This design comes from an exercise in tuning for a short achievable clock period and few clock cycles on the open sky130 flow, not from production work. The RTL was checked by simulation tests, not by an equivalence proof against the original design. Power and IR drop assume default switching activity.

==> design/flow/design.v <==
`timescale 1ns / 1ps
module ALU(
    input [31:0] ALU_srca_E_i,
    input [31:0] ALU_srcb_E_i,
    input [2:0] ALU_ctrl_E_i,
    output [31:0] ALU_out_E_o
    );
		reg [31:0] A;
		assign ALU_out_E_o = A;
		always@(*)
		begin
			case(ALU_ctrl_E_i)
			3'b000: A <= ALU_srca_E_i & ALU_srcb_E_i;
			3'b001: A <= ALU_srca_E_i | ALU_srcb_E_i;
			3'b010: A <= ALU_srca_E_i + ALU_srcb_E_i;
			3'b011: A <= 0;
			3'b100: A <= ALU_srca_E_i & !(ALU_srcb_E_i);
			3'b101: A <= ALU_srca_E_i | !(ALU_srcb_E_i);
			3'b110: A <= ALU_srca_E_i - ALU_srcb_E_i;
			3'b111: A <= (ALU_srca_E_i << ALU_srcb_E_i);
			endcase
		end
endmodule
`timescale 1ns / 1ps
module AND(
    input Op,
    input [5:0] f,
    output addu,
    output subu,
    output ori,
    output lw,
    output sw,
    output beq,
    output lui,
    output jal,
	 output j,
    output jr
    );
	 assign addu = !Op &&  f[5:5] && !f[4:4] && !f[3:3] && !f[2:2] && !f[1:1] &&  f[0:0];
	 assign subu = !Op &&  f[5:5] && !f[4:4] && !f[3:3] && !f[2:2] &&  f[1:1] &&  f[0:0];
	 assign ori  =  Op && !f[5:5] && !f[4:4] &&  f[3:3] &&  f[2:2] && !f[1:1] &&  f[0:0];
	 assign lw   =  Op &&  f[5:5] && !f[4:4] && !f[3:3] && !f[2:2] &&  f[1:1] &&  f[0:0];
	 assign sw   =  Op &&  f[5:5] && !f[4:4] &&  f[3:3] && !f[2:2] &&  f[1:1] &&  f[0:0];
	 assign beq  =  Op && !f[5:5] && !f[4:4] && !f[3:3] &&  f[2:2] && !f[1:1] && !f[0:0];
	 assign lui  =  Op && !f[5:5] && !f[4:4] &&  f[3:3] &&  f[2:2] &&  f[1:1] &&  f[0:0];
	 assign jal  =  Op && !f[5:5] && !f[4:4] && !f[3:3] && !f[2:2] &&  f[1:1] &&  f[0:0];
	 assign jr   = !Op && !f[5:5] && !f[4:4] &&  f[3:3] && !f[2:2] && !f[1:1] && !f[0:0];
	 assign j    =  Op && !f[5:5] && !f[4:4] && !f[3:3] && !f[2:2] &&  f[1:1] && !f[0:0];
endmodule
`timescale 1ns / 1ps
module BLINK(
    input [1:0] equal,
    input branch,
    input j,
    input jr,
    output [1:0] blinkctrl
    );
			assign blinkctrl = jr ? 3:
									j ? 2:
									equal && branch ? 1: 
									0;
endmodule
`timescale 1ns / 1ps
module CMP(
    input [31:0] RD1,
    input [31:0] RD2,
    output [1:0] equal
    );
	 assign equal = (RD1 == RD2) ? 1 : 0;
endmodule
`timescale 1ns / 1ps
 module Contrler( 
	 input [31:0] instr,
	 input  [1:0] equal,
	 output grfwrite,
	 output grfdst,
	 output alusrc,
	 output [2:0] aluc,
	 output dmwrite,
	 output [1:0] GRF_A3_sel,
	 output [1:0] GRF_WD_sel,
	 output signsrc,
	 output lui,
	 output cjal,
	 output branch,
	 output [1:0] blinkctrl,
	 output [1:0] tc_trs,
	 output [1:0] tc_trt,
	 output [1:0] tc_te,
	 output [1:0] tc_tm,
	 output [1:0] tc_tw,
	 output [4:0] ctrl_rs,
	 output [4:0] ctrl_rt,
	 output [4:0] ctrl_rd,
	 output [15:0] ct_imm,
	 output [25:0] ct_i26
    );
	wire [5:0] wire_op;
	wire [5:0] wire_fun;
	wire [4:0] wire_rs,wire_rt,wire_rd;
	wire [15:0] wire_imm;
	wire [25:0] wire_i26;
	wire wire_addu,wire_subu,wire_ori,wire_lw,wire_sw,wire_beq;
	wire wire_lui,wire_jal,wire_jr,wire_j;
	wire [2:0] wire_aluc;
	wire wire_grfwrite, wire_grfdst, wire_alusrc, wire_brh, wire_d2g;
	wire wire_clui, wire_dmwrite,wire_signsrc,wire_cjal,wire_cjr,wire_cj;
	wire [1:0] wire_trs,wire_trt,wire_te,wire_tm,wire_tw;
	assign cjal = wire_cjal;	
	assign grfwrite = wire_grfwrite;
	assign grfdst = wire_grfdst;
	assign alusrc = wire_alusrc;
	assign aluc = wire_aluc;
	assign dmwrite = wire_dmwrite;
	assign signsrc = wire_signsrc;
	assign lui = wire_clui;
	assign branch = wire_brh;
	assign tc_trs = wire_trs;
	assign tc_trt = wire_trt;
	assign tc_te = wire_te;
	assign tc_tm = wire_tm;
	assign tc_tw = wire_tw;
	assign ctrl_rs = wire_rs;
	assign ctrl_rt = wire_rt;
	assign ctrl_rd = wire_rd;
	assign ct_imm = wire_imm;
	assign ct_i26 = wire_i26;
		SPI SPI_Contrl(
		.SPI_instr_D_i(instr),
		.SPI_op_D_o(wire_op),
		.SPI_fun_D_o(wire_fun),
		.SPI_rs_D_o(wire_rs),
		.SPI_rt_D_o(wire_rt),
		.SPI_rd_D_o(wire_rd),
		.SPI_imm_D_o(wire_imm),
		.SPI_i26_D_o(wire_i26)
		);
		wire [5:0] wire_funout;
		wire wire_opout;
		Ctrl Crtl_Contrl(
		.Op(wire_op),
		.Fun(wire_fun),
		.Funout(wire_funout),
		.Opout(wire_opout)
		);
		AND AND_Contrl(
		.Op(wire_opout),
		.f(wire_funout),
		.addu(wire_addu),
		.subu(wire_subu),
		.ori(wire_ori),
		.lw(wire_lw),
		.sw(wire_sw),
		.beq(wire_beq),
		.lui(wire_lui),
		.jal(wire_jal),
		.j(wire_j),
		.jr(wire_jr)
		);
		OR OR_Contrl(
		.addu(wire_addu),
		.subu(wire_subu),
		.ori(wire_ori),
		.lw(wire_lw),
		.sw(wire_sw),
		.beq(wire_beq),
		.lui(wire_lui),
		.jal(wire_jal),
		.j(wire_j),
		.jr(wire_jr),
		.GRFWrite(wire_grfwrite),
		.GRFDst(wire_grfdst),
		.ALUSrc(wire_alusrc),
		.ALUC(wire_aluc),
		.Branch(wire_brh),
		.DMtoGRF(wire_d2g),
		.LUI(wire_clui),
		.DMWrite(wire_dmwrite),
		.signSrc(wire_signsrc),
		.Jal(wire_cjal),
		.J(wire_cj),
		.Jr(wire_cjr)
		);
		TCODE TCODE_Contrl(
		.addu(wire_addu),
		.subu(wire_subu),
		.ori(wire_ori),
		.lui(wire_lui),
		.lw(wire_lw),
		.sw(wire_sw),
		.beq(wire_beq),
		.jal(wire_jal),
		.jr(wire_jr),
		.j(wire_j),
		.tuse_rs(wire_trs),
		.tuse_rt(wire_trt),
		.tnew_e(wire_te),
		.tnew_m(wire_tm),
		.tnew_w(wire_tw)
		);
		BLINK BLINK_Contrl(
		.equal(equal),
		.branch(wire_brh),
		.j(wire_cj),
		.jr(wire_cjr),
		.blinkctrl(blinkctrl)
		);
		MUXCL MUXCL_Contrl(
		.grfdst(grfdst),
		.jal(wire_cjal),
		.D2G(wire_d2g),
		.GRF_A3_sel(GRF_A3_sel),
		.GRF_WD_sel(GRF_WD_sel)
		);
endmodule
`timescale 1ns / 1ps
module Ctrl(
    input [5:0] Op,
    input [5:0] Fun,
    output [5:0] Funout,
    output Opout
    );
	 reg [5:0] out;
	 assign Funout = out;
	 assign Opout = Op[5:5] || Op[4:4] || Op [3:3] || Op[2:2] || Op[1:1] || Op[0:0];
	always@(*)
	begin
		if(Op ==0)
		out = Fun;
		else
		out = Op;
	end
endmodule
`timescale 1ns / 1ps
module EXT(
    input [15:0] EXT_imm_D_i,
	 input [31:0] EXT_pc4_D_i,
    input EXT_sign_D_i,
	 input EXT_lui_D_i,
    output [31:0] EXT_ext_D_o
    );
		reg [31:0] temp;
		assign EXT_ext_D_o = temp;
		always@(*)
		begin
			if(EXT_sign_D_i)
				temp <= {16'b0,EXT_imm_D_i};
			else
				temp <= {{16{EXT_imm_D_i[15]}},EXT_imm_D_i};
			if(EXT_lui_D_i)
				temp <= {EXT_imm_D_i,16'b0};
		end
endmodule
`timescale 1ns / 1ps
module Ereg(
    input [31:0] Ereg_str_E_i,
    input [31:0] Ereg_pc4_E_i,
    input [31:0] Ereg_rsd_E_i,
    input [31:0] Ereg_rtd_E_i,
    input [31:0] Ereg_ext_E_i,
	 input Ereg_clr_E_i,
	 input Ereg_clk_E_i,
    output [31:0] Ereg_str_E_o,
    output [31:0] Ereg_pc4_E_o,
    output [31:0] Ereg_rsd_E_o,
    output [31:0] Ereg_rtd_E_o,
    output [31:0] Ereg_ext_E_o	 
    );
		reg [31:0] instr,pc4,rsd,rtd,ext;
		assign Ereg_str_E_o = instr;
		assign Ereg_pc4_E_o = pc4;
		assign Ereg_rsd_E_o = rsd;
		assign Ereg_rtd_E_o = rtd;
		assign Ereg_ext_E_o = ext;
		always@(posedge Ereg_clk_E_i)
		begin
			if(Ereg_clr_E_i) begin
				instr <= 0;
				pc4 	<= 32'h3000;
				rsd	<= 0;
				rtd	<= 0;
				ext	<= 0; 	
			end
			else begin 
				instr <= Ereg_str_E_i;
				pc4 	<= Ereg_pc4_E_i;
				rsd	<= Ereg_rsd_E_i;
				rtd	<= Ereg_rtd_E_i;
				ext	<= Ereg_ext_E_i; 
			end
		end
endmodule
`timescale 1ns / 1ps
module Dreg(
    input [31:0] Dreg_instr_D_i,
    input [31:0] Dreg_pc4_D_i,
	 input [31:0] Dreg_pc_D_i,
    input Dreg_clk_D_i,
	 input Dreg_clr_D_i,
	 input Dreg_stall_D_i,
    output [31:0] Dreg_instr_D_o,
    output [31:0] Dreg_pc4_D_o,
	 output [31:0] Dreg_pc_D_o
    );
		reg [31:0] instr;
		reg [31:0] pc4;
		reg [31:0] pc;
		assign Dreg_instr_D_o = instr;
		assign Dreg_pc4_D_o = pc4;
		assign Dreg_pc_D_o = pc;
		always @(posedge Dreg_clk_D_i)
		begin
			if(Dreg_clr_D_i) begin
				pc <= 32'h3000;
				instr <= 0;
				pc4 <=32'h3004;
			end
			else if(Dreg_stall_D_i != 1) begin
				pc <= Dreg_pc_D_i;
				instr <= Dreg_instr_D_i;
				pc4 <= Dreg_pc4_D_i;
			end
		end
endmodule
`timescale 1ns / 1ps
module Forward(
    input [4:0] D_A1,
    input [4:0] D_A2,
    input [4:0] E_A1,
    input [4:0] E_A2,
    input [4:0] M_A2,
	 input [4:0] A3_E,
	 input [4:0] A3_M,
	 input [4:0] A3_W,
    input E_W,
    input M_W,
    input W_W,
    input [1:0] Tnew_E,
    input [1:0] Tnew_M,
	 output [1:0] F_RF_RD1,
	 output [1:0] F_RF_RD2,
	 output [1:0] F_AU_SCA,
	 output [1:0] F_AU_SCB,
	 output F_DM_DMD
    );
		assign F_RF_RD1 = (D_A1 == A3_E) && (Tnew_E == 0) && (E_W) && (A3_E != 0) ? 3:
								(D_A1 == A3_M) && (Tnew_M == 0) && (M_W) && (A3_M != 0) ? 2:
								(D_A1 == A3_W) && (W_W) && (A3_W != 0) ? 1 : 0;
		assign F_RF_RD2 = (D_A2 == A3_E) && (Tnew_E == 0) && (E_W) && (A3_E != 0) ? 3:
								(D_A2 == A3_M) && (Tnew_M == 0) && (M_W) && (A3_M != 0) ? 2:
								(D_A2 == A3_W) && (W_W) && (A3_W != 0) ? 1 : 0;
		assign F_AU_SCA = (E_A1 == A3_M) && (Tnew_M == 0) && (M_W) && (A3_M != 0) ? 2:
								(E_A1 == A3_W) && (W_W) && (A3_W != 0) ? 1 : 0;
		assign F_AU_SCB = (E_A2 == A3_M) && (Tnew_M == 0) && (M_W) && (A3_M != 0) ? 2:
								(E_A2 == A3_W) && (W_W) && (A3_W != 0) ? 1 : 0;
		assign F_DM_DMD = (M_A2 == A3_W) && (W_W) && (A3_W != 0) ? 1 : 0;
endmodule
`timescale 1ns / 1ps
module GRF(
    input [31:0] GRF_npc_D_i,
    input [4:0] GRF_A1_D_i,
    input [4:0] GRF_A2_D_i,
    input [4:0] GRF_A3_D_i,
    input [31:0] GRF_WD3_D_i,
    input GRF_clk_D_i,
    input GRF_re_D_i,
	 input GRF_we3_D_i,
    output [31:0] GRF_RD1_D_o,
    output [31:0] GRF_RD2_D_o
    );
		reg[31:0] Reg[31:0];
		integer i;
		assign GRF_RD1_D_o = Reg[GRF_A1_D_i];
		assign GRF_RD2_D_o = Reg[GRF_A2_D_i];
		always @(posedge GRF_clk_D_i)
		begin
			if(GRF_re_D_i)
			begin
				for(i = 0;i < 32;i = i + 1)
				Reg[i] <= 0;
			end
			else if(GRF_we3_D_i)begin
				if(GRF_A3_D_i != 0)
				begin
					Reg[GRF_A3_D_i] <= GRF_WD3_D_i;
				end
			end
		end
endmodule
`timescale 1ns / 1ps
module MUXCL(
    input grfdst,
    input jal,
    input D2G,
    output [1:0] GRF_A3_sel,
    output [1:0] GRF_WD_sel
    );
		assign GRF_A3_sel = (jal == 1'b1) ? 2 :
									(grfdst == 1'b1) ? 1 :
									2'b00;
		assign GRF_WD_sel = (jal == 1'b1) ? 2 :
									(D2G == 1'b1) ? 1 :
									2'b00;
endmodule
`timescale 1ns / 1ps
module MUX_2_32(
    input [31:0] MUX1,
    input [31:0] MUX2,
    input  CTRL,
    output [31:0] ANS
    );
		assign ANS = CTRL ? MUX2:MUX1;
endmodule
`timescale 1ns / 1ps
module MUX_2_5(
    input [4:0] MUX1,
    input [4:0] MUX2,
    input CTRL,
    output [4:0] ANS
    );
		assign ANS = CTRL ? MUX2 : MUX1;
endmodule
`timescale 1ns / 1ps
module MUX_3_32(
    input [31:0] MUX1,
    input [31:0] MUX2,
    input [31:0] MUX3,
    input [1:0] CTRL,
    output [31:0] ANS
    );
		reg [31:0] tp;
		assign ANS = tp;
		always@(*)begin
		case(CTRL)
			2:tp <= MUX3;
			1:tp <= MUX2;
			default:tp <= MUX1;
		endcase
		end
endmodule
`timescale 1ns / 1ps
module MUX_3_5(
    input [4:0] MUX1,
    input [4:0] MUX2,
    input [4:0] MUX3,
    input [1:0] CTRL,
    output [4:0] ANS
    );
		assign ANS = (CTRL == 2'b10) ? MUX3 :
						 (CTRL == 2'b01) ? MUX2 :
						 MUX1;
endmodule
`timescale 1ns / 1ps
module MUX_4_32(
    input [31:0] MUX1,
    input [31:0] MUX2,
    input [31:0] MUX3,
	 input [31:0] MUX4,
    input [1:0] CTRL,
    output [31:0] ANS
    );
		reg [31:0] tp;
		assign ANS = tp;
		always@(*)begin
		case(CTRL)
			3:tp <= MUX4;
			2:tp <= MUX3;
			1:tp <= MUX2;
			0:tp <= MUX1;
		endcase
		end
endmodule
`timescale 1ns / 1ps
module Mreg(
    input [31:0] Mreg_str_M_i,
    input [31:0] Mreg_pc4_M_i,
    input [31:0] Mreg_alo_M_i,
    input [31:0] Mreg_rtd_M_i,
	 input Mreg_clk_M_i,
	 input Mreg_clr_M_i,
    output [31:0] Mreg_str_M_o,
    output [31:0] Mreg_pc4_M_o,
    output [31:0] Mreg_alo_M_o,
    output [31:0] Mreg_rtd_M_o
    );
		reg [31:0] str,pc4,alo,rtd;
		assign Mreg_str_M_o = str;
		assign Mreg_pc4_M_o = pc4;
		assign Mreg_alo_M_o = alo;
		assign Mreg_rtd_M_o = rtd;
		always@(posedge Mreg_clk_M_i)
		if (Mreg_clr_M_i) begin
			str <= 0;
			pc4 <= 0;
			alo <= 0;
			rtd <= 0;
		end
		else
		begin
			str <= Mreg_str_M_i;
			pc4 <= Mreg_pc4_M_i;
			alo <= Mreg_alo_M_i;
			rtd <= Mreg_rtd_M_i;
		end
endmodule
`timescale 1ns / 1ps
module NPC(
    input [25:0] NPC_i26_D_i,
    input [31:0] NPC_pc4_D_i,
    input [31:0] NPC_rsd_D_i,
	 input [31:0] NPC_pc4_F_i,
	 input [1:0] CTL_npc_D_i,
	 input CTL_brh_D_i,
    output [31:0] NPC_pcb_D_o
    );
	 reg [31:0] temp;
	 wire [31:0] temp1;
	 assign NPC_pcb_D_o = temp;
	 assign temp1 = $signed(NPC_i26_D_i[15:0]<<2);
	 always@(*) begin
		case(CTL_npc_D_i)
			3: temp <= NPC_rsd_D_i;
			2: temp <= {NPC_pc4_D_i[31:28],NPC_i26_D_i,2'b0};
			1: temp <= NPC_pc4_D_i + temp1;
			0: temp <= CTL_brh_D_i ? NPC_pc4_D_i + 4 : NPC_pc4_F_i;
		endcase
	end
endmodule
`timescale 1ns / 1ps
module OR(
    input addu,
    input subu,
    input ori,
    input lw,
    input sw,
    input beq,
    input lui,
    input jal,
    input jr,
	 input j,
    output GRFWrite,
    output GRFDst,
    output ALUSrc,
    output [2:0] ALUC,
    output Branch,
    output DMtoGRF,
    output LUI,
	 output DMWrite,
    output signSrc,
    output Jal,
	 output J,
	 output Jr
    );
	 assign GRFWrite = addu || subu || ori ||	 lw || lui || jal;
	 assign GRFDst = addu || subu;
	 assign ALUSrc = ori || lw || sw || lui;
	 assign ALUC[2:2] = subu;
	 assign ALUC[1:1] = addu || subu || lw || sw ;
	 assign ALUC[0:0] = ori || lui;
	 assign Branch = beq ||jal || jr || j;
	 assign DMWrite = sw;
	 assign DMtoGRF = lw;
	 assign LUI = lui;
	 assign signSrc = ori;
	 assign Jal = jal;
	 assign J = j || jal;
	 assign Jr = jr;
endmodule
`timescale 1ns / 1ps
module PC(
    input [31:0] PC_npc_F_i,
    input PC_clk_F_i,
    input PC_reset_F_i,
	 input PC_stall_F_i,
    output [31:0] PC_pc_F_o
    );
		reg [31:0] regpc;
		assign PC_pc_F_o = regpc;
		always @(posedge PC_clk_F_i)
		begin
			if(PC_reset_F_i)
				begin
					regpc <= 32'h3000;
				end
			else if (PC_stall_F_i != 1)
				begin
					regpc <= PC_npc_F_i;
				end
		end
endmodule
`timescale 1ns / 1ps
module SPI(
    input [31:0] SPI_instr_D_i,
    output [5:0] SPI_op_D_o,
    output [5:0] SPI_fun_D_o,
    output [4:0] SPI_rs_D_o,
    output [4:0] SPI_rt_D_o,
    output [4:0] SPI_rd_D_o,
    output [15:0] SPI_imm_D_o,
	 output [25:0] SPI_i26_D_o
    ); 
		assign SPI_op_D_o  = SPI_instr_D_i[31:26];
		assign SPI_fun_D_o = SPI_instr_D_i[5:0];
		assign SPI_rs_D_o  = SPI_instr_D_i[25:21];
		assign SPI_rt_D_o  = SPI_instr_D_i[20:16];
		assign SPI_rd_D_o  = SPI_instr_D_i[15:11];
		assign SPI_imm_D_o = SPI_instr_D_i[15:0];
		assign SPI_i26_D_o = SPI_instr_D_i[25:0];
endmodule
`timescale 1ns / 1ps
module STALL(
    input [4:0] D_A1,
    input [4:0] D_A2,
    input [4:0] E_A1,
    input [4:0] E_A2,
    input [4:0] M_A2,
	 input [4:0] E_A3,
	 input [4:0] M_A3,
    input [1:0] tuse_rs,
    input [1:0] tuse_rt,
    input [1:0] tnew_e,
    input [1:0] tnew_m,
	 input E_W,
	 input M_W,
	 output stall
    );
		wire stall_rs,stall_rt,stall_rs_e,stall_rs_m,stall_rt_e,stall_rt_m;
		assign stall = stall_rs || stall_rt;
		assign stall_rs = stall_rs_e || stall_rs_m;
		assign stall_rt = stall_rt_e || stall_rt_m;
		assign stall_rs_e = (D_A1 == E_A3) && (E_W) && (tnew_e != 3) && (tnew_e > tuse_rs);
		assign stall_rs_m = (D_A1 == M_A3) && (M_W) && (tnew_m != 3) && (tnew_m > tuse_rs);
		assign stall_rt_e = (D_A2 == E_A3) && (E_W) && (tnew_e != 3) && (tnew_e > tuse_rt);
		assign stall_rt_m = (D_A2 == M_A3) && (M_W) && (tnew_m != 3) && (tnew_m > tuse_rt);
endmodule
`timescale 1ns / 1ps
module TCODE(
    input addu,
    input subu,
    input ori,
    input lw,
    input sw,
    input beq,
    input lui,
    input jal,
    input jr,
	 input j,
	 output [1:0] tuse_rs,
	 output [1:0] tuse_rt,
	 output [1:0] tnew_e,
	 output [1:0] tnew_m,
	 output [1:0] tnew_w
    );
	reg [1:0] tp1,tp2;
	reg [1:0] Tnew_e ,Tnew_m,Tnew_w ;
	assign tuse_rs = tp1;
	assign tuse_rt = tp2;
	assign tnew_e = Tnew_e;
	assign tnew_m = Tnew_m;
	assign tnew_w = Tnew_w;
	always@(*) begin
		tp1 = 3;
		tp2 = 3;
		if(addu || subu)	begin
			tp1 = 1;
			tp2 = 1;
		end
		if(ori || lui || lw)	begin
			tp1 = 1;
		end
		if(sw)	begin
			tp1 = 1;
			tp2 = 2;
		end
		if(beq)	begin
			tp1 = 0;
			tp2 = 0;
		end
		if(jr)	begin
			tp1 = 0;
		end
	end
	always@(*)begin
		Tnew_e = 3;
		Tnew_m = 3;
		Tnew_w = 3;
		if(addu || subu || lui || ori) begin
			Tnew_e = 1;
			Tnew_m = 0;
			Tnew_w = 0;
		end
		if(lw)begin
			Tnew_e = 2;
			Tnew_m = 1;
			Tnew_w = 0;
		end
		if (jal)begin
			Tnew_e = 0;
			Tnew_m = 0;
			Tnew_w = 0;
		end
	end
endmodule
`timescale 1ns / 1ps
module Wreg(
    input [31:0] Wreg_str_W_i,
    input [31:0] Wreg_pc4_W_i,
    input [31:0] Wreg_alo_W_i,
    input [31:0] Wreg_dmd_W_i,
	 input  Wreg_clk_W_i,
	 input  Wreg_clr_W_i,
    output [31:0] Wreg_str_W_o,
    output [31:0] Wreg_pc4_W_o,
    output [31:0] Wreg_alo_W_o,
    output [31:0] Wreg_dmd_W_o
    );
	 reg [31:0] str, pc4, alo, dmd;
	 assign Wreg_str_W_o = str;
	 assign Wreg_pc4_W_o = pc4;
	 assign Wreg_alo_W_o = alo;
	 assign Wreg_dmd_W_o = dmd;
		always@(posedge Wreg_clk_W_i) begin
		if(Wreg_clr_W_i) begin
			str <= 0;
			pc4 <= 0;
			alo <= 0;
			dmd <= 0;
		end
		else
			begin
				str <= Wreg_str_W_i;
				pc4 <= Wreg_pc4_W_i;
				alo <= Wreg_alo_W_i;
				dmd <= Wreg_dmd_W_i;
			end
		end
endmodule
`timescale 1ns / 1ps
module hazard(
    input [4:0] D_A1,
    input [4:0] D_A2,
    input [4:0] E_A1,
    input [4:0] E_A2,
    input [4:0] M_A2,
	 input [4:0] A3_E,
	 input [4:0] A3_M,
	 input [4:0] A3_W,
    input [1:0] tuse_rs,
    input [1:0] tuse_rt,
    input [1:0] tnew_e,
    input [1:0] tnew_m,
    input E_W,
    input M_W,
    input W_W,
	 output [1:0] F_RF_RD1,
	 output [1:0] F_RF_RD2,
	 output [1:0] F_AU_SCA,
	 output [1:0] F_AU_SCB,
	 output F_DM_DMD,
	 output D_stall,
	 output PC_stall,
	 output E_clr
    );
	 wire wire_stall;
		Forward Forward_hazard(
		.D_A1(D_A1),
		.D_A2(D_A2),
		.E_A1(E_A1),
		.E_A2(E_A2),
		.M_A2(M_A2),
		.A3_E(A3_E),
		.A3_M(A3_M),
		.A3_W(A3_W),
		.E_W(E_W),
		.M_W(M_W),
		.W_W(W_W),
		.Tnew_E(tnew_e),
		.Tnew_M(tnew_m),
		.F_RF_RD1(F_RF_RD1),
		.F_RF_RD2(F_RF_RD2),
		.F_AU_SCA(F_AU_SCA),
		.F_AU_SCB(F_AU_SCB),
		.F_DM_DMD(F_DM_DMD)
		);
		STALL STALL_hazard(
		.D_A1(D_A1),
		.D_A2(D_A2),
		.E_A1(E_A1),
		.E_A2(E_A2),
		.M_A2(M_A2),
		.E_A3(A3_E),
		.M_A3(A3_M),
		.tuse_rs(tuse_rs),
		.tuse_rt(tuse_rt),
		.tnew_e(tnew_e),
		.tnew_m(tnew_m),
		.E_W(E_W),
		.M_W(M_W),
		.stall(wire_stall)
		);
		stalld Stall_hazard(
		.stall(wire_stall),
		.D_en(D_stall),
		.PC_en(PC_stall),
		.E_clr(E_clr)
		);
endmodule
`timescale 1ns / 1ps
module stalld(
    input stall,
    output D_en,
    output PC_en,
    output E_clr
    );
		assign D_en = stall;
		assign PC_en = stall;
		assign E_clr = stall;
endmodule
`timescale 1ns / 1ps
module mips(
    input clk,
    input reset,
    output [31:0] i_addr,
    input [31:0] i_data,
    output [31:0] d_addr,
    output [31:0] d_wdata,
    output d_we,
    input [31:0] d_rdata
    );
		wire [31:0] wire_D_pcbranch; 
		wire [31:0] wire_F_pc,wire_F_str;
		wire [1:0] wire_equal,wire_blinkctrl;
		wire [4:0] wire_D_rs,wire_D_rt,wire_D_rd;
		wire [15:0] ct_D_imm;
		wire [25:0] ct_D_i26;
		wire [1:0] tc_D_trs,tc_D_trt;
		wire [31:0] wire_D_str,wire_D_pc4,wire_D_pc;
		wire [4:0] wire_A3_ot;
		wire [31:0] wire_WD_ot,grf_D_RD1,grf_D_RD2;
		wire [31:0] wire_D_ext;
		wire [31:0] wire_E_str,wire_E_pc4,wire_E_rsd,wire_E_rtd,wire_E_ext;
	wire [2:0] wire_aluc;
	wire wire_alusrc;
	wire [1:0] wire_E_te,wire_E_A3_sel;
	wire [4:0] wire_E_rs,wire_E_rt,wire_E_rd,wire_E_A3_ot;
	wire wire_E_W;
	wire [31:0] wire_alusrcb;
	wire [31:0] wire_aluout;
	wire [31:0] wire_M_str,wire_M_pc4,wire_M_alo,wire_M_rtd;
	wire [4:0] wire_M_rt,wire_M_rd;
		wire wire_dmwrite,wire_M_cjal,wire_M_W;
		wire [1:0] wire_M_tm,wire_M_A3_sel;
		wire [4:0] wire_M_A3_ot;
	wire [31:0] wire_M_dmd;
	wire [31:0] wire_W_str,wire_W_pc4,wire_W_alo,wire_W_dmd;
	wire wire_W_W,wire_W_grfdst,wire_W_cjal;
	wire [1:0] wire_A3_sel,wire_WD_sel;
	wire [4:0] wire_W_rs,wire_W_rt,wire_W_rd;
	wire [4:0] W_A3;
	wire [1:0] F_RF_RD1,F_RF_RD2,F_AU_SCA,F_AU_SCB;
	wire F_DM_DMD;
	wire D_stall,PC_stall,E_clr;
	wire [31:0] MF_RS_D,MF_RT_D,MF_RS_E,MF_RT_E,MF_RT_M;
	 PC PC(
	 .PC_npc_F_i(wire_D_pcbranch),
	 .PC_clk_F_i(clk),
	 .PC_stall_F_i(PC_stall),
	 .PC_reset_F_i(reset),
	 .PC_pc_F_o(wire_F_pc)
	 );
	assign i_addr = wire_F_pc;
	assign wire_F_str = i_data;
	Dreg Dreg(
	.Dreg_instr_D_i(wire_F_str),
   .Dreg_pc4_D_i(wire_F_pc + 4),
	.Dreg_pc_D_i(wire_F_pc),
   .Dreg_clk_D_i(clk),
	.Dreg_clr_D_i(reset),
	.Dreg_stall_D_i(D_stall),
   .Dreg_instr_D_o(wire_D_str),
   .Dreg_pc4_D_o(wire_D_pc4),
	.Dreg_pc_D_o(wire_D_pc)
	);
	Contrler Contrler_D(
	.instr(wire_D_str),
	.equal(wire_equal),
	.grfwrite(wire_grfwrite),
	.grfdst(wire_grfdst),
	.signsrc(wire_signsrc),
	.lui(wire_lui),
	.branch(wire_branch),
	.blinkctrl(wire_blinkctrl),
	.tc_trs(tc_D_trs),
	.tc_trt(tc_D_trt),
	.ctrl_rs(wire_D_rs),
	.ctrl_rt(wire_D_rt),
	.ctrl_rd(wire_D_rd),
	.ct_imm(ct_D_imm),
	.ct_i26(ct_D_i26)
	);
	GRF GRF(
	.GRF_npc_D_i(wire_W_pc4 - 4),
   .GRF_A1_D_i(wire_D_rs),
   .GRF_A2_D_i(wire_D_rt),
   .GRF_A3_D_i(wire_A3_ot),
   .GRF_WD3_D_i(wire_WD_ot),
   .GRF_clk_D_i(clk),
   .GRF_re_D_i(reset),
	.GRF_we3_D_i(wire_W_W),
   .GRF_RD1_D_o(grf_D_RD1),
   .GRF_RD2_D_o(grf_D_RD2)
	);
	CMP CMP(
	.RD1(MF_RS_D),
	.RD2(MF_RT_D),
	.equal(wire_equal)
	);
	EXT EXT(
	.EXT_imm_D_i(ct_D_imm),
	.EXT_pc4_D_i(wire_D_pc4),
   .EXT_sign_D_i(wire_signsrc),
	.EXT_lui_D_i(wire_lui),
   .EXT_ext_D_o(wire_D_ext)
	);
	NPC NPC(
	.NPC_i26_D_i(ct_D_i26),
   .NPC_pc4_D_i(wire_D_pc4),
	.NPC_pc4_F_i(wire_F_pc + 4),
   .NPC_rsd_D_i(MF_RS_D),
	.CTL_npc_D_i(wire_blinkctrl),
	.CTL_brh_D_i(wire_branch),
   .NPC_pcb_D_o(wire_D_pcbranch)
	);
	Ereg Ereg(
	.Ereg_str_E_i(wire_D_str),
   .Ereg_pc4_E_i(wire_D_pc4),
   .Ereg_rsd_E_i(MF_RS_D),
   .Ereg_rtd_E_i(MF_RT_D),
   .Ereg_ext_E_i(wire_D_ext),
	.Ereg_clr_E_i(reset || E_clr),
	.Ereg_clk_E_i(clk),
   .Ereg_str_E_o(wire_E_str),
   .Ereg_pc4_E_o(wire_E_pc4),
   .Ereg_rsd_E_o(wire_E_rsd),
   .Ereg_rtd_E_o(wire_E_rtd),
   .Ereg_ext_E_o(wire_E_ext)
	);
	Contrler Contrler_E(
	.instr(wire_E_str),
	.alusrc(wire_alusrc),
	.GRF_A3_sel(wire_E_A3_sel),
	.aluc(wire_aluc),
	.ctrl_rs(wire_E_rs),
	.ctrl_rt(wire_E_rt),
	.ctrl_rd(wire_E_rd),
	.tc_te(wire_E_te),
	.grfwrite(wire_E_W)
	);
	MUX_3_5 MUX_E_A3(
	.MUX3(5'd31),
	.MUX2(wire_E_rd),
	.MUX1(wire_E_rt),
	.CTRL(wire_E_A3_sel),
	.ANS(wire_E_A3_ot)
	);
	MUX_2_32 MUX_ALU(
	.MUX2(wire_E_ext),
	.MUX1(MF_RT_E),
	.CTRL(wire_alusrc),
	.ANS(wire_alusrcb)
	);
	ALU ALU(
	.ALU_srca_E_i(MF_RS_E),
   .ALU_srcb_E_i(wire_alusrcb),
   .ALU_ctrl_E_i(wire_aluc),
   .ALU_out_E_o(wire_aluout)
	);
	Mreg Mreg(
	.Mreg_str_M_i(wire_E_str),
   .Mreg_pc4_M_i(wire_E_pc4),
   .Mreg_alo_M_i(wire_aluout),
   .Mreg_rtd_M_i(MF_RT_E),
	.Mreg_clk_M_i(clk),
	.Mreg_clr_M_i(reset),
   .Mreg_str_M_o(wire_M_str),
   .Mreg_pc4_M_o(wire_M_pc4),
   .Mreg_alo_M_o(wire_M_alo),
   .Mreg_rtd_M_o(wire_M_rtd)
	); 
		Contrler Contrler_M(
		.instr(wire_M_str),
	   .dmwrite(wire_dmwrite),
	   .tc_tm(wire_M_tm),
		.cjal(wire_M_cjal),
		.GRF_A3_sel(wire_M_A3_sel),
	   .ctrl_rt(wire_M_rt),
	   .ctrl_rd(wire_M_rd),
		.grfwrite(wire_M_W)
		);
	MUX_3_5 MUX_M_A3(
	.MUX3(5'd31),
	.MUX2(wire_M_rd),
	.MUX1(wire_M_rt),
	.CTRL(wire_M_A3_sel),
	.ANS(wire_M_A3_ot)
	);
		assign d_addr = wire_M_alo;
		assign d_wdata = MF_RT_M;
		assign d_we = wire_dmwrite;
		assign wire_M_dmd = d_rdata;
	Wreg Wreg(
	.Wreg_str_W_i(wire_M_str),
   .Wreg_pc4_W_i(wire_M_pc4),
   .Wreg_alo_W_i(wire_M_alo),
   .Wreg_dmd_W_i(wire_M_dmd),
	.Wreg_clk_W_i(clk),
	.Wreg_clr_W_i(reset),
   .Wreg_str_W_o(wire_W_str),
   .Wreg_pc4_W_o(wire_W_pc4),
   .Wreg_alo_W_o(wire_W_alo),
   .Wreg_dmd_W_o(wire_W_dmd)
		);
	Contrler Contrler_W(
	.instr(wire_W_str),
	.grfwrite(wire_W_W),
	.grfdst(wire_W_grfdst),
	.cjal(wire_W_cjal),
	.GRF_A3_sel(wire_A3_sel),
	.GRF_WD_sel(wire_WD_sel),
	.ctrl_rs(wire_W_rs),
	.ctrl_rt(wire_W_rt),
	.ctrl_rd(wire_W_rd)
	);
	MUX_2_5 MUX_W_dst(
	.MUX1(wire_W_rt),
	.MUX2(wire_W_rd),
	.CTRL(wire_W_grfdst),
	.ANS(W_A3)
	);
	MUX_3_5 MUX_A3(
	.MUX3(5'd31),
	.MUX2(wire_W_rd),
	.MUX1(wire_W_rt),
	.CTRL(wire_A3_sel),
	.ANS(wire_A3_ot)
	);
	MUX_3_32 MUX_WD(
	.MUX3(wire_W_pc4 + 4),
	.MUX2(wire_W_dmd),
	.MUX1(wire_W_alo),
	.CTRL(wire_WD_sel),
	.ANS(wire_WD_ot)
	);
	hazard hazard(
	.D_A1(wire_D_rs),
   .D_A2(wire_D_rt),
   .E_A1(wire_E_rs),
   .E_A2(wire_E_rt),
   .M_A2(wire_M_rt),
	.A3_E(wire_E_A3_ot),
	.A3_M(wire_M_A3_ot),
	.A3_W(wire_A3_ot),
   .tuse_rs(tc_D_trs),
   .tuse_rt(tc_D_trt),
   .tnew_e(wire_E_te),
   .tnew_m(wire_M_tm),
   .E_W(wire_E_W),
   .M_W(wire_M_W),
   .W_W(wire_W_W),
	.F_RF_RD1(F_RF_RD1),
	.F_RF_RD2(F_RF_RD2),
	.F_AU_SCA(F_AU_SCA),
	.F_AU_SCB(F_AU_SCB),
	.F_DM_DMD(F_DM_DMD),
	.D_stall(D_stall),
	.PC_stall(PC_stall),
	.E_clr(E_clr)
	);
	wire [31:0] wire_M_busw,wire_W_busw;
	MUX_2_32 MUX_M_busw(
	.MUX2(wire_M_pc4 + 4),
	.MUX1(wire_M_alo),
	.CTRL(wire_M_cjal),
	.ANS(wire_M_busw)
	);
	MUX_2_32 MUX_W_busw(
	.MUX2(wire_W_pc4 + 4),
	.MUX1(wire_WD_ot),
	.CTRL(wire_W_cjal),
	.ANS(wire_W_busw)
	);
	MUX_4_32 MUX_D_RS(
	.MUX4(wire_E_pc4 + 4),
	.MUX3(wire_M_busw),
	.MUX2(wire_W_busw),
	.MUX1(grf_D_RD1),
	.CTRL(F_RF_RD1),
	.ANS(MF_RS_D)
	);
	MUX_4_32 MUX_D_RT(
	.MUX4(wire_E_pc4 + 4),
	.MUX3(wire_M_busw),
	.MUX2(wire_W_busw),
	.MUX1(grf_D_RD2),
	.CTRL(F_RF_RD2),
	.ANS(MF_RT_D)
	);
	MUX_3_32 MUX_E_RS(
	.MUX3(wire_M_busw),
	.MUX2(wire_W_busw),
	.MUX1(wire_E_rsd),
	.CTRL(F_AU_SCA),
	.ANS(MF_RS_E)
	);
	MUX_3_32 MUX_E_RT(
	.MUX3(wire_M_busw),
	.MUX2(wire_W_busw),
	.MUX1(wire_E_rtd),
	.CTRL(F_AU_SCB),
	.ANS(MF_RT_E)
	);
	MUX_2_32 MUX_M_RT(
	.MUX2(wire_W_busw),
	.MUX1(wire_M_rtd),
	.CTRL(F_DM_DMD),
	.ANS(MF_RT_M)
	);
endmodule
==> design/flow/run.sh <==
#!/bin/bash
# synth_recipe.tcl (not shown) runs the flow's synth.tcl, then flattens the netlist and writes it again
# the make line also repeats each setting of config.mk as NAME=value (left out here)
make -C /OpenROAD-flow-scripts/flow DESIGN_CONFIG=/design/flow/config.mk WORK_HOME=/design/flow/orfs CLKGATE_MAP_FILE= SYNTH_SCRIPT=/design/flow/synth_recipe.tcl finish
==> design/flow/config.mk <==
export PLATFORM = sky130hd
export DESIGN_NAME = mips
export DESIGN_NICKNAME = mips
export VERILOG_FILES = /design/flow/design.v
export SDC_FILE = /design/flow/constraint.sdc
export NUM_CORES = 4
export LEC_CHECK = 0
export CAP_MARGIN = 20
export CORE_MARGIN = 2
export CORE_UTILIZATION = 40
export SLEW_MARGIN = 20
==> design/flow/constraint.sdc <==
create_clock -name core_clock -period 10.0 [get_ports {clk}]
set_input_delay 2.0000 -clock core_clock [delete_from_list [all_inputs] [get_ports {clk}]]
set_output_delay 2.0000 -clock core_clock [all_outputs]
set_load 0.01 [all_outputs]
==> flow_metrics.py <==
metrics = {
    "global_routing": {
        "grt_max_degree": 101,
        "grt_usage": 0.3176,
        "grt_util_met1": 0.4107,
        "globalRouteMet2Util": 0.4800,
        "grt_use_met3": 0.07637,
        "grt_pass1_wl_um": 459100,
        "grt_pass1_vias": 59488,
        "grt_overflow": 0,
        "grt-busiest-layer": "met2",
        "antenna_found_initial": 14,
    },
    "routing": {
        "drt.antenna.violating_nets": 0,
        "drc": 0,
        "vias": 61752,
        "first_pass_iters": 8,
        "first_iter_violations": 9290,
        "via_per_inst": 6.395,
        "wl_per_cell_um": 34.37,
        "drt_wl_total_um": 331800,
    },
    "clock_network": {
        "holdBufCountCts": 0,
        "clockBufferDepth": 3,
        "cts.sinks": 1519,
        "root_buffer": "clkbuf_16",
        "clkTransAtPathRegs_ns": 0.06,
        "cts_setup_buffers": 0,
        "cts_tree": "yes",
        "ctsResizeCount": 0,
        "cts_buffers": 168,
        "ctsHtreeMaxLevel": 4,
        "worstSkewPairLatency_ns": 0.89,
    },
    "yosys": {
        "synthArstFlopShare": 0,
        "synth_cell_types": 102,
        "synth_warnings": 18,
        "synth-edff-count": 1024,
        "yosys-mux-area-fraction": 0.2119,
        "synthAdderAreaFrac": 0.01225,
        "syn_area_um2": 80920,
        "syn_avg_cell_area_um2": 11.82,
        "synth_cells": 6845,
        "synth_simple_gate_area_share": 0.1390,
        "synth_top_family_by_area": "multiplexers",
        "ys_ff_latch": 1519,
        "synthXorXnorAreaFrac": 0.03312,
        "ys.flop_type": "edfxtp_1",
        "seq_area_frac_synth": 0.5025,
        "synth_compound_area_frac": 0.06791,
    },
    "worst_setup_path": {
        "r2r_slack_ns": 1.26,
        "rr_worst_depth": 27,
        "start_kind": "flop",
        "cp.required_ns": 10.80,
        "timing.rr.start": "Wreg.str[26]$_SDFF_PP0_",
        "reg2reg_to": "Mreg.alo[31]$_SDFF_PP0_",
        "critPathArrivalTime_ns": 9.54,
        "path_class": "flop to flop",
        "critPathMaxFanout": 21,
        "end_kind": "flop",
    },
    "timing": {
        "period_needed_ns": 8.740,
        "slew_headroom": 0.1741,
        "tightest_slew_ns": 1.239,
        "setup_ws_ns": 1.260,
        "rsz0062_at_grt": "false",
        "fin_crit_sh": 0.8740,
        "setup_tns_ns": 0,
        "setup_violations": 0,
        "hold_violations": 0,
        "fin_skew_ns": 0.09673,
        "slew_violations": 0,
        "fmax_mhz": 114.4,
    },
    "run_status": {
        "outcome": "timing/DRC/antenna clean",
    },
    "pwr": {
        "power_frac_clock": 0.403,
        "internal_power_mw": 11.20,
        "ir_worst_vdd_v": 0.0001334,
        "p_switching_mw": 4.210,
        "seqPwrFrac": 0.465,
        "power_density_nw_per_um2": 168.5,
        "p_sw_frac": 0.2732,
        "combPwrFrac": 0.132,
        "total_leakage_power_nw": 31.27,
    },
    "hold_path": {
        "hold-path-endpoint": "Mreg.str[14]$_SDFF_PP0_",
        "worstHoldPathType": "flop to flop",
        "min_from": "Ereg.instr[14]$_SDFF_PP0_",
        "hold-path-cell-count": 1,
    },
    "finish": {
        "mostFrequentLayoutCells": "nor2_1 (1445), edfxtp_1 (1024), mux4_2 (638)",
        "fillers": 18165,
        "nets": 6985,
        "layout_commonest_cell": "nor2_1",
        "multiInputGateArea_um2": 38220,
        "register_area_um2": 40690,
        "final-instance-count-excl-fill": 9656,
        "drive_gt1_frac": 0.1875,
        "syn2layout_area_growth_pct": 13.04,
    },
    "die": {
        "initial_core_util": 0.4012,
        "ios": 163,
        "die_x_um": 453.8,
        "core_um2": 201700,
        "die_y_um": 453.8,
        "rows": 165,
        "dieArea_um2": 205900,
    },
    "placement": {
        "dp_slack_ns": 1.388,
        "hpwl_um": 219000,
        "globalplace.congestion": 1.042,
        "port_buffers": 162,
        "dp.cells": 9343,
    },
    "job": {
        "maxCapViolations": 0,
    },
}
cell usage after synthesis, types with 27 or more instances:
cell type | count | area [µm²]
buf_1 | 68 | 255.2
buf_2 | 36 | 180.2
nand4_1 | 48 | 300.3
xnor2_1 | 191 | 1673
mux4_2 | 638 | 14370
mux2_2 | 48 | 540.5
a31oi_1 | 29 | 181.4
a221oi_1 | 29 | 254.0
mux2i_1 | 216 | 2162
a211oi_1 | 84 | 630.6
o21ai_0 | 164 | 820.8
edfxtp_1 | 1024 | 30750
dfxtp_1 | 495 | 9910
a21o_1 | 27 | 202.7
nor4_1 | 43 | 269.0
ha_1 | 76 | 950.9
nand2b_1 | 62 | 387.9
and2_1 | 70 | 437.9
inv_1 | 105 | 394.1
nor3_1 | 68 | 340.3
nor2b_1 | 182 | 1139
and3_1 | 58 | 362.9
nand2_1 | 316 | 1186
xor2_1 | 115 | 1007
nor2_1 | 1450 | 5443
a21oi_1 | 262 | 1311
nand3_1 | 97 | 485.5
clkbuf_1 | 462 | 1734
per-stage QoR:
step / hold slack [ns] / cell area [µm²] / total power [mW] / util
after floorplan: 0.4288 / 81030 / 8.435 / -
after global placement: 0.4645 / 86020 / 9.247 / 0.4265
final: 0.4768 / 91470 / 15.41 / 0.4535
after CTS: 0.4782 / 91440 / 15.38 / 0.4534
after global routing: 0.4934 / 91460 / 15.77 / 0.4534
after detailed placement: 0.4688 / 86020 / 9.262 / 0.4265
worst max path at each step:
stage	endpoint	slack (ns)	cells past startpoint	start
after floorplan	Mreg.alo[31]$_SDFF_PP0_	2.48	29	Wreg.str[26]$_SDFF_PP0_
after global placement	Mreg.alo[30]$_SDFF_PP0_	1.39	26	Wreg.str[26]$_SDFF_PP0_
after detailed placement	Mreg.alo[31]$_SDFF_PP0_	1.39	27	Wreg.str[26]$_SDFF_PP0_
after CTS	Mreg.alo[31]$_SDFF_PP0_	1.40	27	Wreg.str[26]$_SDFF_PP0_
after global routing	Mreg.alo[31]$_SDFF_PP0_	0.86	26	Mreg.str[29]$_SDFF_PP0_
final	Mreg.alo[31]$_SDFF_PP0_	1.26	27	Wreg.str[26]$_SDFF_PP0_
power groups by stage:
stage / registers [mW] / logic, mW / clock network [mW]
5_1_grt: 7.18 / 2.11 / 6.47
4_1_cts: 7.16 / 1.98 / 6.24
3_5_place_dp: 7.29 / 1.97 / 0
2_1_floorplan: 7.16 / 1.28 / 0
6_report: 7.16 / 2.03 / 6.21
3_3_place_gp: 7.27 / 1.97 / 0
final cells by class:
| type | count | area share |
|---|---|---|
| diodes | 8 | 0.0002189 |
| clock buffers | 232 | 0.05032 |
| clock inverters | 73 | 0.008960 |
| inverters | 105 | 0.004309 |
| multi-input cells | 4672 | 0.4178 |
| flip-flops and latches | 1519 | 0.4449 |
| well taps | 2672 | 0.03655 |
| repair buffers | 375 | 0.03691 |
critical path, cell delays in order (launching register included):
cell,delay (ns)
dfxtp_1,0.35
or4b_4,0.59
or4_4,0.61
mux2_4,0.40
or3_1,0.35
a211o_1,0.30
a2111oi_4,0.71
mux2_2,0.44
a221oi_1,0.56
nand2_1,0.23
or2_2,0.34
o21ai_0,0.21
xor2_1,0.19
ha_1,0.28
and2_1,0.21
a221o_1,0.32
nand2_1,0.10
nand4_1,0.16
nand2_1,0.17
o211ai_1,0.19
o211ai_1,0.37
a31oi_1,0.21
a31o_2,0.31
a21o_1,0.21
a2111oi_0,0.41
a21oi_1,0.10
xnor2_1,0.15
a221oi_2,0.20
cell families (layout without fill, tap and decap cells):
kind of cell | count (synthesis) | after routing
other | 1 | 40
AOI/OAI and AO/OA | 841 | 841
xor gates and xnor gates | 306 | 306
buffers and inverters | 685 | 785
muxes | 906 | 906
adders and majority gates | 78 | 78
DFF | 1519 | 1519
and+or+nand+nor | 2509 | 2509
registers in the layout, indices dropped and copies added, names as in the netlist, named ones only:
name and cells:
Dreg.instr 32, Dreg.pc4 32, Ereg.ext 32, Ereg.instr 27
Ereg.pc4 32, Ereg.rsd 32, Ereg.rtd 32, GRF.Reg 1024
Mreg.alo 32, Mreg.pc4 32, Mreg.rtd 32, Mreg.str 21
PC.regpc 32, Wreg.alo 32, Wreg.dmd 32, Wreg.pc4 32
Wreg.str 21
per-layer routing:
layer	routed length, µm	share of wire
met5	70	0.00021
met4	24640	0.074
met3	39680	0.12
met2	146900	0.44
met1	120600	0.36
Testbench counts, summed over its fixed seeds: cycles 18,881.

static timing again, ports no longer ideal:
No port has a modelled driver above. Below, the same layout with a new extraction and two added sets of constraints.
Step 1, drivers: a clkbuf_16 drives clk and a buf_2 each remaining input, both assumed.
Step 2 moves the port delays by t, midway between the first and last clock arrival at a register: inputs arrive t later, outputs are due t later. That takes back most of the time a late clock gives input paths.
Slacks: ideal ports / drivers / drivers and shift; pairs: ideal ports / drivers.
t, ns: 0.927
setup WS [ns]: 1.260 / 1.260 / 1.260
worst hold slack (ns): 0.477 / 0.477 / 0.477
worst setup path at the end: register to register
latest minus earliest clock arrival (ns): 0.097 / 0.097
After both steps setup and hold are still met in this run. For this run, drivers alone change the setup slack by 0.000 ns; drivers and shift together by 0.000 ns.
